This is an optimization exercise on Yosys and OpenROAD, whose aim is small area, a short achievable clock period and few clock cycles, not a production implementation. At most, simulation tests tie the RTL to the original design; equivalence was not proved. Power and IR drop assume default switching activity.

job 101:
## accelerator_mod
module accelerator_mod #(
   parameter DATA_W = 32,
   parameter ADDR_W = 4
)(
   input  wire            pcie_clk,           
   input  wire            pcie_rstn,
   input  wire [31:0]     pcie_axi_awaddr,
   input  wire            pcie_axi_awvalid,
   output wire            pcie_axi_awready,
   input  wire [31:0]     pcie_axi_wdata,
   input  wire [3:0]      pcie_axi_wstrb,
   input  wire            pcie_axi_wvalid,
   output wire            pcie_axi_wready,
   output wire [1:0]      pcie_axi_bresp,
   output wire            pcie_axi_bvalid,
   input  wire            pcie_axi_bready,
   input  wire [31:0]     pcie_axi_araddr,
   input  wire            pcie_axi_arvalid,
   output wire            pcie_axi_arready,
   output wire [31:0]     pcie_axi_rdata,
   output wire [1:0]      pcie_axi_rresp,
   output wire            pcie_axi_rvalid,
   input  wire            pcie_axi_rready
);
Size: about 1100 cells after synthesis, ~0.022 sq mm of cells after synthesis.
==> module fifo_axi, before the edit <==
module fifo_axi #(
    parameter DATA_WIDTH = 32,   
    parameter ADDR_WIDTH = 4     
)(
    input  wire                  clk,
    input  wire                  rst_n,
    input  wire [DATA_WIDTH-1:0] din,       
    input  wire                  wr_stage,  
    input  wire                  push,      
    output reg                   full,
    output wire [DATA_WIDTH-1:0] dout,      
    input  wire                  pop,
    output reg                   empty
);
  localparam DEPTH = (1 << ADDR_WIDTH);
  reg [DATA_WIDTH-1:0] fifo_mem [0:DEPTH-1];
  reg [ADDR_WIDTH-1:0] wr_ptr;
  reg [ADDR_WIDTH-1:0] rd_ptr;
  wire do_push = push && !full;
  wire do_pop  = pop && !empty;
  wire [ADDR_WIDTH-1:0] wr_nxt = wr_ptr + 1'b1;
  wire [ADDR_WIDTH-1:0] rd_nxt = rd_ptr + 1'b1;
  assign dout = fifo_mem[rd_ptr];
  always @(posedge clk) begin
    if (wr_stage && !full)
      fifo_mem[wr_ptr] <= din;
  end
  always @(posedge clk or negedge rst_n) begin
    if (!rst_n) begin
      wr_ptr <= 0;
      rd_ptr <= 0;
      full   <= 1'b0;
      empty  <= 1'b1;
    end else begin
      if (do_push) wr_ptr <= wr_nxt;
      if (do_pop)  rd_ptr <= rd_nxt;
      if (do_push && !do_pop) begin
        empty <= 1'b0;
        full  <= (wr_nxt == rd_ptr);
      end else if (do_pop && !do_push) begin
        full  <= 1'b0;
        empty <= (rd_nxt == wr_ptr);
      end
    end
  end
endmodule
==> module axi_pcie_fifo_accel, before the edit <==
module axi_pcie_fifo_accel #(
    parameter DATA_WIDTH  = 32,
    parameter ADDR_WIDTH  = 4,
    parameter ADDR_LSB    = 2       
)(
    input  wire         s_axi_aclk,
    input  wire         s_axi_aresetn,
    input  wire [31:0]  s_axi_awaddr,
    input  wire         s_axi_awvalid,
    output reg          s_axi_awready,
    input  wire [31:0]  s_axi_wdata,
    input  wire [3:0]   s_axi_wstrb,
    input  wire         s_axi_wvalid,
    output reg          s_axi_wready,
    output wire [1:0]   s_axi_bresp,
    output reg          s_axi_bvalid,
    input  wire         s_axi_bready,
    input  wire [31:0]  s_axi_araddr,
    input  wire         s_axi_arvalid,
    output reg          s_axi_arready,
    output reg  [31:0]  s_axi_rdata,
    output wire [1:0]   s_axi_rresp,
    output reg          s_axi_rvalid,
    input  wire         s_axi_rready
);
  assign s_axi_bresp = 2'b00;
  assign s_axi_rresp = 2'b00;
  wire fifo_full;
  wire fifo_empty;
  wire [DATA_WIDTH-1:0] fifo_dout;
  reg aw_pend;      
  reg aw_push;      
  reg w_pend;       
  reg b_two;        
  wire aw_hs   = s_axi_awvalid && s_axi_awready;
  wire w_hs    = s_axi_wvalid && s_axi_wready;
  wire aw_have = aw_hs || aw_pend;
  wire w_have  = w_hs || w_pend;
  wire wr_done = aw_have && w_have;
  wire is_push = aw_hs ? (s_axi_awaddr[ADDR_LSB+1:ADDR_LSB] == 2'b00) : aw_push;
  wire b_hs    = s_axi_bvalid && s_axi_bready;
  wire aw_pend_n = aw_have && !w_have;
  wire w_pend_n  = w_have && !aw_have;
  wire b_one_n   = wr_done ? (!b_hs || s_axi_bvalid) : (s_axi_bvalid && !b_hs) || b_two;
  wire b_two_n   = wr_done ? (s_axi_bvalid && !b_hs) || b_two : (b_two && !b_hs);
  always @(posedge s_axi_aclk or negedge s_axi_aresetn) begin
    if (!s_axi_aresetn) begin
      aw_pend       <= 1'b0;
      aw_push       <= 1'b0;
      w_pend        <= 1'b0;
      b_two         <= 1'b0;
      s_axi_bvalid  <= 1'b0;
      s_axi_awready <= 1'b1;
      s_axi_wready  <= 1'b1;
    end else begin
      aw_pend       <= aw_pend_n;
      w_pend        <= w_pend_n;
      if (aw_hs) aw_push <= is_push;
      s_axi_bvalid  <= b_one_n;
      b_two         <= b_two_n;
      s_axi_awready <= !aw_pend_n && !b_two_n;
      s_axi_wready  <= !w_pend_n && !b_two_n;
    end
  end
  reg [1:0] skid_t;    
  wire ar_hs  = s_axi_arvalid && s_axi_arready;
  wire r_free = !s_axi_rvalid || s_axi_rready;
  wire skid_v = !s_axi_arready;
  wire r_load = r_free && (skid_v || ar_hs);
  wire [1:0] r_t = skid_v ? skid_t : s_axi_araddr[ADDR_LSB+1:ADDR_LSB];
  wire fifo_pop = r_load && (r_t == 2'b01);
  always @(posedge s_axi_aclk or negedge s_axi_aresetn) begin
    if (!s_axi_aresetn) begin
      s_axi_rvalid  <= 1'b0;
      s_axi_arready <= 1'b1;
      skid_t        <= 2'b00;
    end else begin
      s_axi_rvalid  <= r_load || !r_free;
      s_axi_arready <= skid_v ? r_free : !(ar_hs && !r_free);
      if (ar_hs) skid_t <= s_axi_araddr[ADDR_LSB+1:ADDR_LSB];
    end
  end
  always @(posedge s_axi_aclk) begin
    if (r_load) begin
      case (r_t)
        2'b01:   s_axi_rdata <= fifo_empty ? 32'hDEAD_DEAD : fifo_dout;
        2'b10:   s_axi_rdata <= {30'd0, fifo_full, fifo_empty};
        default: s_axi_rdata <= 32'd0;
      endcase
    end
  end
  fifo_axi #(
      .DATA_WIDTH(DATA_WIDTH),
      .ADDR_WIDTH(ADDR_WIDTH)
  ) fifo_inst (
      .clk(s_axi_aclk),
      .rst_n(s_axi_aresetn),
      .din(s_axi_wdata),
      .wr_stage(!w_pend),
      .push(wr_done && is_push),
      .full(fifo_full),
      .dout(fifo_dout),
      .pop(fifo_pop),
      .empty(fifo_empty)
  );
endmodule
Settings: LEC_CHECK=0, CAP_MARGIN=20, CORE_MARGIN=2, CORE_UTILIZATION=40, PLACE_DENSITY=0.6, SLEW_MARGIN=20; clock period 2.8 ns.
run.sh (not shown) runs the stock make flow with config.mk's settings and CLKGATE_MAP_FILE= SYNTH_SCRIPT=/design/flow/synth_recipe.tcl, a recipe that flattens the netlist after the stock synthesis.
Job 101 ended with every stage complete and zero timing, DRC or antenna violations.
Testbench counts of job 101, summed over its fixed seeds: cycles 5,881.
Input changes introduced in job 102 (baseline for comparison: job 101):
-- flow/design.v --
<<< job 101, line 21
  wire [ADDR_WIDTH-1:0] wr_nxt = wr_ptr + 1'b1;
  wire [ADDR_WIDTH-1:0] rd_nxt = rd_ptr + 1'b1;
  assign dout = fifo_mem[rd_ptr];
  always @(posedge clk) begin
>>> job 102, line 21
  wire [ADDR_WIDTH-1:0] wr_nxt = wr_ptr + 1'b1;
  wire [ADDR_WIDTH-1:0] rd_nxt = rd_ptr + 1'b1;
  wire one_left  = (rd_nxt == wr_ptr);
  wire one_free  = (wr_nxt == rd_ptr);
  assign dout = fifo_mem[rd_ptr];
  always @(posedge clk) begin
<<< job 101, line 26
      fifo_mem[wr_ptr] <= din;
  end
  always @(posedge clk or negedge rst_n) begin
    if (!rst_n) begin
      wr_ptr <= 0;
>>> job 102, line 28
      fifo_mem[wr_ptr] <= din;
  end
  always @(posedge clk) begin
    if (!rst_n) begin
      wr_ptr <= 0;
<<< job 101, line 37
      if (do_push && !do_pop) begin
        empty <= 1'b0;
        full  <= (wr_nxt == rd_ptr);
      end else if (do_pop && !do_push) begin
        full  <= 1'b0;
        empty <= (rd_nxt == wr_ptr);
      end
    end
>>> job 102, line 39
      if (do_push && !do_pop) begin
        empty <= 1'b0;
        full  <= one_free;
      end else if (do_pop && !do_push) begin
        full  <= 1'b0;
        empty <= one_left;
      end
    end
<<< job 101, line 88
  wire aw_pend_n = aw_have && !w_have;
  wire w_pend_n  = w_have && !aw_have;
  wire b_one_n   = wr_done ? (!b_hs || s_axi_bvalid) : (s_axi_bvalid && !b_hs) || b_two;
  wire b_two_n   = wr_done ? (s_axi_bvalid && !b_hs) || b_two : (b_two && !b_hs);
  always @(posedge s_axi_aclk or negedge s_axi_aresetn) begin
    if (!s_axi_aresetn) begin
      aw_pend       <= 1'b0;
      aw_push       <= 1'b0;
      w_pend        <= 1'b0;
      b_two         <= 1'b0;
>>> job 102, line 90
  wire aw_pend_n = aw_have && !w_have;
  wire w_pend_n  = w_have && !aw_have;
  wire b_one_n   = wr_done || (s_axi_bvalid && !b_hs) || b_two;
  wire b_two_n   = wr_done ? (s_axi_bvalid && !b_hs) || b_two : (b_two && !b_hs);
  always @(posedge s_axi_aclk) begin
    if (!s_axi_aresetn) begin
      aw_pend       <= 1'b0;
      w_pend        <= 1'b0;
      b_two         <= 1'b0;
<<< job 101, line 102
      aw_pend       <= aw_pend_n;
      w_pend        <= w_pend_n;
      if (aw_hs) aw_push <= is_push;
      s_axi_bvalid  <= b_one_n;
      b_two         <= b_two_n;
>>> job 102, line 103
      aw_pend       <= aw_pend_n;
      w_pend        <= w_pend_n;
      s_axi_bvalid  <= b_one_n;
      b_two         <= b_two_n;
<<< job 101, line 109
    end
  end
  reg [1:0] skid_t;    
  wire ar_hs  = s_axi_arvalid && s_axi_arready;
  wire r_free = !s_axi_rvalid || s_axi_rready;
  wire skid_v = !s_axi_arready;
  wire r_load = r_free && (skid_v || ar_hs);
  wire [1:0] r_t = skid_v ? skid_t : s_axi_araddr[ADDR_LSB+1:ADDR_LSB];
  wire fifo_pop = r_load && (r_t == 2'b01);
  always @(posedge s_axi_aclk or negedge s_axi_aresetn) begin
    if (!s_axi_aresetn) begin
      s_axi_rvalid  <= 1'b0;
      s_axi_arready <= 1'b1;
      skid_t        <= 2'b00;
    end else begin
      s_axi_rvalid  <= r_load || !r_free;
      s_axi_arready <= skid_v ? r_free : !(ar_hs && !r_free);
      if (ar_hs) skid_t <= s_axi_araddr[ADDR_LSB+1:ADDR_LSB];
    end
  end
  always @(posedge s_axi_aclk) begin
    if (r_load) begin
      case (r_t)
        2'b01:   s_axi_rdata <= fifo_empty ? 32'hDEAD_DEAD : fifo_dout;
        2'b10:   s_axi_rdata <= {30'd0, fifo_full, fifo_empty};
        default: s_axi_rdata <= 32'd0;
      endcase
    end
  end
  fifo_axi #(
>>> job 102, line 109
    end
  end
  always @(posedge s_axi_aclk) begin
    if (aw_hs) aw_push <= is_push;
  end
  reg       skid_v;    
  reg [1:0] skid_t;
  wire ar_hs  = s_axi_arvalid && s_axi_arready;
  wire r_free = !s_axi_rvalid || s_axi_rready;
  wire r_load = r_free && (skid_v || ar_hs);
  wire [1:0] r_t = skid_v ? skid_t : s_axi_araddr[ADDR_LSB+1:ADDR_LSB];
  wire t_pop  = (r_t == 2'b01);
  wire t_stat = (r_t == 2'b10);
  wire fifo_pop = r_load && t_pop;
  wire skid_v_n = skid_v ? !r_free : (ar_hs && !r_free);
  always @(posedge s_axi_aclk) begin
    if (!s_axi_aresetn) begin
      s_axi_rvalid  <= 1'b0;
      s_axi_arready <= 1'b1;
      skid_v        <= 1'b0;
    end else begin
      s_axi_rvalid  <= r_load || !r_free;
      s_axi_arready <= !skid_v_n;
      skid_v        <= skid_v_n;
    end
  end
  always @(posedge s_axi_aclk) begin
    if (ar_hs) skid_t <= s_axi_araddr[ADDR_LSB+1:ADDR_LSB];
  end
  wire sel_head = t_pop && !fifo_empty;
  wire sel_dead = t_pop && fifo_empty;
  wire [31:0] r_val = ({32{sel_head}} & fifo_dout)
                    | ({32{sel_dead}} & 32'hDEAD_DEAD)
                    | {30'd0, t_stat && fifo_full, t_stat && fifo_empty};
  always @(posedge s_axi_aclk) begin
    if (r_load) s_axi_rdata <= r_val;
  end
  fifo_axi #(
Job 102: flow completed, timing, DRC and antenna clean. Job 101: PASS, flow complete, no timing, DRC or antenna violations. Fraction of met3 tracks used by global routing | job 102 below job 101. Diff job 101 -> job 102 | final worst setup slack | increase of 0.28 ns. Final cell count: job 102 lower than job 101. Re worst hold slack: job 102 and job 101 aren't equal, and the higher value belongs to job 102. When job 102 is set beside job 101, its detailed-route via count turns out to be 0.63% smaller. Uppermost layer routed = met4: job 102; uppermost layer routed = met5: job 101. From job 101 to job 102 the numbers moved as follows: number of inserted filler cells in the final layout dropped 75; final area did not really move; met1 layer wirelength in the final routing ~0 delta; gate count of the mapped netlist fell by about 3.8%; die area down 390 sq um. Job 102 ends up with higher part of the power in the clock network than job 101 does. Job 102 vs job 101 on core utilization: job 102 is the higher one.
Only the layout flow was run in job 102; the RTL was not checked for function there.

## separate check: timing with driven ports
Ports are ideal in the flow. The routed layouts listed here were re-timed in OpenROAD. Step 1, drivers: a clkbuf_16 drives pcie_clk and a buf_2 each remaining input, both assumed. Step 2 moves the port delays by t, midway between the first and last clock arrival at a register: inputs arrive t later, outputs are due t later. That takes back most of the time a late clock gives input paths. Three values: ideal ports, drivers, drivers and shift; two values: the first two.
| run | t (ns) | setup slack, ns | worst hold slack (ns) | latest minus earliest clock arrival (ns) |
|---|---|---|---|---|
| job 101 | 0.653 | 0.278 / 0.278 / -0.123 | 0.370 / 0.336 / 0.499 | 0.017 / 0.018 |
| job 102 | 0.666 | 0.555 / 0.546 / -0.033 | 0.527 / 0.527 / 0.527 | 0.036 / 0.036 |
Met with ideal ports but missed after step 2: setup timing in job 101 and job 102. For job 102, which loses most, drivers alone change the setup slack by -0.009 ns; drivers and shift together by -0.588 ns.
